Background: an optimization exercise with open tools, aiming at small area. Do not read the settings as production practice.
Where RTL was checked, it was by simulation tests only, not by an equivalence proof against the original.

==> build 75 <==
==> flow/design.v (excerpt) <==
module all_mod(
input clk, rst, wr, rd,
input rx,
input [2:0] addr,
input [7:0] din,
output tx,
output [7:0] dout
    );
 csr_t       csr;
 wire baud_pulse;
 wire tx_dec, tx_cap;
 wire rx_fend;
 wire [7:0] tx_fifo_out;
 wire tx_fifo_push;
 wire tx_fifo_empty;
 wire tx_sreg_empty;
 wire r_oe, r_pe, r_fe, r_bi;
 wire rx_fifo_push, rx_fifo_pop;
 wire rx_fifo_empty;
 wire [7:0] rx_out;
 wire [7:0] rx_fifo_out;
 wire [3:0] rx_fifo_threshold;
 wire tx_rst, rx_rst;
regs_uart uart_regs_inst (
    .clk (clk),
    .rst (rst),
    .wr_i (wr),
    .rd_i (rd),
    .rx_fifo_empty_i (rx_fifo_empty),
    .rx_oe (r_oe),
    .rx_pe (r_pe),
    .rx_fe (r_fe),
    .rx_bi (r_bi),
    .tx_fifo_empty_i (tx_fifo_empty),
    .tx_sreg_empty_i (tx_sreg_empty),
    .addr_i (addr),
    .din_i (din),
    .tx_push_o (tx_fifo_push),
    .rx_pop_o (rx_fifo_pop),
    .baud_out (baud_pulse),
    .tx_rst (tx_rst),
    .rx_rst (rx_rst),
    .rx_fifo_threshold (rx_fifo_threshold),
    .dout_o (dout),
    .csr_o (csr),
    .rx_fifo_in(rx_fifo_out)
);
uart_tx_top uart_tx_inst (
    .clk (clk),
    .rst (rst),
    .baud_pulse (baud_pulse),
    .pen (csr.lcr.pen),
    .thre (tx_fifo_empty),
  ...
Settings: LEC_CHECK=0, CAP_MARGIN=20, CORE_MARGIN=2, CORE_UTILIZATION=65, CTS_BUF_LIST=sky130_fd_sc_hd__clkbuf_4 sky130_fd_sc_hd__clkbuf_8, CTS_CLUSTER_DIAMETER=60, CTS_CLUSTER_SIZE=12, SLEW_MARGIN=20; clock period 10.0 ns.
run.sh (not shown) runs the stock make flow with config.mk's settings and CLKGATE_MAP_FILE= SYNTH_SCRIPT=/design/flow/synth_recipe.tcl, a recipe that flattens the netlist after the stock synthesis.
==> inputs of trial 40, as changes to build 75 <==
--- a/flow/design.v
+++ b/flow/design.v
@@ -1,46 +1,46 @@
 module uart_tx_top(
 input clk, rst, baud_pulse, pen, thre, stb, sticky_parity, eps, set_break,
-input cap,               
-input [7:0] din,         
+input [7:0] din,
 input [1:0] wls,
-output dec,              
-output reg sreg_empty,tx
+output reg pop, sreg_empty,tx
 );
 localparam [1:0] IDLE = 2'd0, START = 2'd1, SEND = 2'd2, PARITY = 2'd3;
 reg [1:0] state;
 reg [7:0] shft_reg;
 reg tx_data;
 reg d_parity;
 reg [2:0] bitcnt;
 reg [4:0] count;
 reg parity_out;
 wire cz = (count == 5'd0);
-assign dec = baud_pulse & (state == IDLE) & ~thre & cz;
 always@(posedge clk, posedge rst)
 begin
   if(rst)
     begin
     state      <= IDLE;
     count      <= 5'd15;
+    pop        <= 1'b0;
     sreg_empty <= 1'b1;
     tx_data    <= 1'b1;
     end
   else
     begin
+    pop <= 1'b0;
     if(baud_pulse)
       case(state)
       IDLE:
         if(!thre)
           begin
           if(!cz)
             count <= count - 5'd1;
           else
             begin
             count      <= 5'd15;
             state      <= START;
+            pop        <= 1'b1;
             sreg_empty <= 1'b0;
             tx_data    <= 1'b0;
             end
           end
       START:
         if(!cz)
@@ -86,19 +86,20 @@
           end
       endcase
     end
 end
 always@(posedge clk)
 begin
-  if(cap)
-    shft_reg <= din;
   if(baud_pulse)
     case(state)
     IDLE:
       if(!thre && cz)
+        begin
         bitcnt   <= {1'b1, wls};
+        shft_reg <= din;
+        end
     START:
       if(cz)
         begin
         d_parity <= ^(shft_reg & {wls == 2'b11, wls[1], |wls, 5'h1f});
         shft_reg <= shft_reg >> 1;
         end
@@ -124,41 +125,39 @@
 endmodule
 module uart_rx_top(
 input clk, rst, baud_pulse, rx, sticky_parity, eps,
 input pen,
 input [1:0] wls,
 output reg push,
-output fend,             
 output reg pe, fe, bi,
 output reg [7:0] dout
     );
 localparam [2:0] IDLE = 3'd0, START = 3'd1, READ = 3'd2, PARITY = 3'd3, STOP = 3'd4;
 reg [2:0] state;
 reg rx_reg;
 reg [2:0] bitcnt;
 reg [3:0] count;
 reg par_bit;
-always@(posedge clk)
-  rx_reg <= rx;
 wire exp_parity = sticky_parity ? ~eps : (eps ? ^dout : ~^dout);
 wire c7 = (count == 4'd7);
 wire c0 = (count == 4'd0);
-assign fend = baud_pulse & (state == START) & c7;
 always@(posedge clk, posedge rst)
 begin
 if(rst)
   begin
+  rx_reg <= 1'b1;
   state  <= IDLE;
   push   <= 1'b0;
   pe     <= 1'b0;
   fe     <= 1'b0;
   bi     <= 1'b0;
   dout   <= 8'h00;
   end
 else
   begin
+  rx_reg <= rx;
   push   <= 1'b0;
   if(baud_pulse)
     case(state)
     IDLE:
       if(!rx_reg)
         state <= START;
@@ -298,14 +297,19 @@
         dl.dmsb <= din_i;
         end
      end
  reg update_baud;
  reg [15:0] baud_cnt;
  reg baud_pulse;
-    always @(posedge clk)
+    always @(posedge clk, posedge rst)
+    begin
+       if (rst)
+         update_baud <= 1'b0;
+       else
          update_baud <=  wr_i & (csr.lcr.dlab == 1'b1) & ((addr_i == 3'b000) | (addr_i == 3'b001));
+    end
    always @(posedge clk, posedge rst)
    begin
     if (rst)
       baud_cnt  <= 16'h0;
     else if (update_baud || baud_cnt == 16'h0000)
       baud_cnt <= dl;
@@ -416,130 +420,67 @@
 7: dout_o <= csr.scr;  
 default: ;
 endcase
 end
 assign csr_o = csr;
 endmodule
-module tx_fifo(
-input rst, clk, en, clr, push_in, dec,
-input [7:0] din,
-output [7:0] dout,
-output empty,
-output cap
-);
-reg [7:0] mem [16];
-reg [4:0] m;       
-reg pend;          
-reg [3:0] fc;      
-reg act;
-wire [4:0] n = m + {4'd0, pend};    
-assign empty = (m == 5'd0) & ~pend;
-wire full = en ? n[4] : ~empty;
-wire push = push_in & ~full;
-always@(posedge clk, posedge rst)
-begin
-if(rst)
-  begin
-  m    <= 5'd0;
-  pend <= 1'b0;
-  act  <= 1'b0;
-  end
-else
-  begin
-  pend <= dec & ~clr;
-  if(clr)
-    m <= 5'd0;
-  else
-    m <= m + {4'd0, push} - {4'd0, dec};
-  if(dec)
-    act <= 1'b1;
-  else if(fc == 4'd0)
-    act <= 1'b0;
-  end
-end
-wire [4:0] pos = m + {4'd0, push} - 5'd1;    
-always@(posedge clk)
-begin
-if(dec)
-  fc <= 4'd15 - pos[3:0];
-else
-  fc <= fc - 4'd1;
-end
-assign cap = act & (fc == 4'd0);
-assign dout = mem[15];
-always@(posedge clk)
-begin
-if(push | (m == 5'd0))
-  mem[0] <= din;
-for(int i = 1; i < 16; i++)
-  if(push | (m <= i))
-    mem[i] <= mem[i-1];
-end
-endmodule
-module rx_fifo(
-input rst, clk, en, clr, push_in, pop_in, fend,
+module fifo_top(
+input rst, clk, en, clr, push_in, pop_in,
 input [7:0] din,
 output [7:0] dout,
 output empty, overrun
 );
 reg [7:0] mem [16];
-reg [4:0] n;      
-reg flush;
-assign empty = (n == 5'd0);
-wire full = en ? n[4] : ~empty;
-wire push = push_in & ~full;
-wire pop  = pop_in & ~empty;
+reg [4:0] hd;   
+wire empty_t = hd[4];
+wire full_t  = en ? (hd == 5'd15) : ~hd[4];
+wire push = push_in & ~full_t;
+wire pop  = pop_in  & ~empty_t;
+assign dout = mem[hd[3:0]];
 always@(posedge clk, posedge rst)
 begin
 if(rst)
-  n <= 5'd0;
+  hd <= 5'h1f;
 else if(clr)
-  n <= 5'd0;
+  hd <= 5'h1f;
 else if(push & ~pop)
-  n <= n + 5'd1;
+  hd <= hd + 5'd1;
 else if(pop & ~push)
-  n <= n - 5'd1;
-end
-always@(posedge clk)
-begin
-if(clr)
-  flush <= 1'b1;
-else if(fend)
-  flush <= 1'b0;
+  hd <= hd - 5'd1;
 end
 always@(posedge clk)
 begin
-for(int i = 0; i < 15; i++)
-  if(pop | flush | (n <= i))
-    mem[i] <= mem[i+1];
-if(pop | flush | (n <= 15))
-  mem[15] <= din;
+if(push)
+  begin
+  for(int i = 15; i > 0; i--)
+    mem[i] <= mem[i-1];
+  mem[0] <= din;
+  end
 end
-assign dout = flush ? din : mem[0];
 reg overrun_t;
 always@(posedge clk, posedge rst)
 begin
 if(rst)
    overrun_t <= 1'b0;
 else
-   overrun_t <= push_in & full;
+   overrun_t <= push_in & full_t;
 end
+assign empty = empty_t;
 assign overrun = overrun_t;
 endmodule
 module all_mod(
 input clk, rst, wr, rd,
 input rx,
 input [2:0] addr,
 input [7:0] din,
 output tx,
 output [7:0] dout
     );
  csr_t       csr;
  wire baud_pulse;
- wire tx_dec, tx_cap;
- wire rx_fend;
+ wire tx_fifo_pop;
  wire [7:0] tx_fifo_out;
  wire tx_fifo_push;
  wire tx_fifo_empty;
  wire tx_sreg_empty;
  wire r_oe, r_pe, r_fe, r_bi;
  wire rx_fifo_push, rx_fifo_pop;
@@ -579,55 +520,52 @@
     .pen (csr.lcr.pen),
     .thre (tx_fifo_empty),
     .stb (csr.lcr.stb),
     .sticky_parity (csr.lcr.stick_parity),
     .eps (csr.lcr.eps),
     .set_break (csr.lcr.set_break),
-    .cap (tx_cap),
     .din (tx_fifo_out),
     .wls (csr.lcr.wls),
-    .dec (tx_dec),
+    .pop (tx_fifo_pop),
     .sreg_empty (tx_sreg_empty),
     .tx (tx)
 );
-tx_fifo tx_fifo_inst (
+fifo_top tx_fifo_inst (
     .rst (rst),
     .clk (clk),
     .en (csr.fcr.ena),
     .clr (tx_rst),
     .push_in (tx_fifo_push),
-    .dec (tx_dec),
+    .pop_in (tx_fifo_pop),
     .din (din),
     .dout (tx_fifo_out),
     .empty (tx_fifo_empty),
-    .cap (tx_cap)
+    .overrun ()
 );
  uart_rx_top uart_rx_inst (
     .clk (clk),
     .rst (rst),
     .baud_pulse (baud_pulse),
     .rx (rx),
     .sticky_parity (csr.lcr.stick_parity),
     .eps (csr.lcr.eps),
     .pen (csr.lcr.pen),
     .wls (csr.lcr.wls),
     .push (rx_fifo_push),
-    .fend (rx_fend),
     .pe (r_pe),
     .fe (r_fe),
     .bi (r_bi),
     .dout(rx_out)
 );
-rx_fifo rx_fifo_inst (
+fifo_top rx_fifo_inst (
     .rst (rst),
     .clk (clk),
     .en (csr.fcr.ena),
     .clr (rx_rst),
     .push_in (rx_fifo_push),
     .pop_in (rx_fifo_pop),
-    .fend (rx_fend),
     .din (rx_out),
     .dout (rx_fifo_out),
     .empty (rx_fifo_empty),
     .overrun (r_oe)
 );
 endmodule
==> flow/config.mk (replaced) <==
export PLATFORM = sky130hd
export DESIGN_NAME = all_mod
export DESIGN_NICKNAME = all_mod
export VERILOG_FILES = /design/flow/design.v
export SDC_FILE = /design/flow/constraint.sdc
export NUM_CORES = 4
export LEC_CHECK = 0
export ABC_AREA = 1
export CAP_MARGIN = 20
export CORE_MARGIN = 2
export CORE_UTILIZATION = 65
export CTS_BUF_LIST = sky130_fd_sc_hd__clkbuf_4
export SLEW_MARGIN = 20
==> qor.csv <==
metric;value;unit
crit_end;tx_fifo_inst.fc[3]$_DFF_P_;
clk_latency;0.56;ns
comb_cell_power;0.513;mW
status;timing/DRC/antenna clean;
-- figures above: build 75

==> qor.csv <==
metric;value;unit
arrival;5.01;ns
crit_path_start_kind;input pin;
vdd_ir_drop_max;0.000143;V
comb_cell_power;1.08;mW
seq_share;0.595;
status;timing/DRC/antenna clean;
clk_latency;0.73;ns
-- figures above: trial 40

The RTL of trial 40 was laid out without a check of its function.

-- static timing again, ports no longer ideal --
How much do the figures lean on ideal ports? The routed layouts below were timed once more, with nothing changed but the port constraints. Step 1: set_driving_cell puts a clkbuf_16 on clk and a buf_2 on each other input, an assumption about the parent block. Step 2 moves the port delays by t, midway between the first and last clock arrival at a register: inputs arrive t later, outputs are due t later. That takes back most of the time a late clock gives input paths. Slacks: no drivers / after step 1 / after step 2; pairs: no drivers / after step 1.
run | t (ns) | setup slack, ns | hold slack, ns | latest minus earliest clock arrival (ns) | worst data-port slew with drivers (ns)
build 75 | 0.591 | 4.829 / 4.849 / 4.257 | 0.382 / 0.382 / 0.382 | 0.024 / 0.023 | 0.10
trial 40 | 0.752 | 5.636 / 5.660 / 4.908 | 0.372 / 0.372 / 0.372 | 0.051 / 0.050 | 0.04
After both steps setup and hold are still met in every run listed. For trial 40, which loses most, drivers alone change the setup slack by +0.024 ns; drivers and shift together by -0.728 ns.
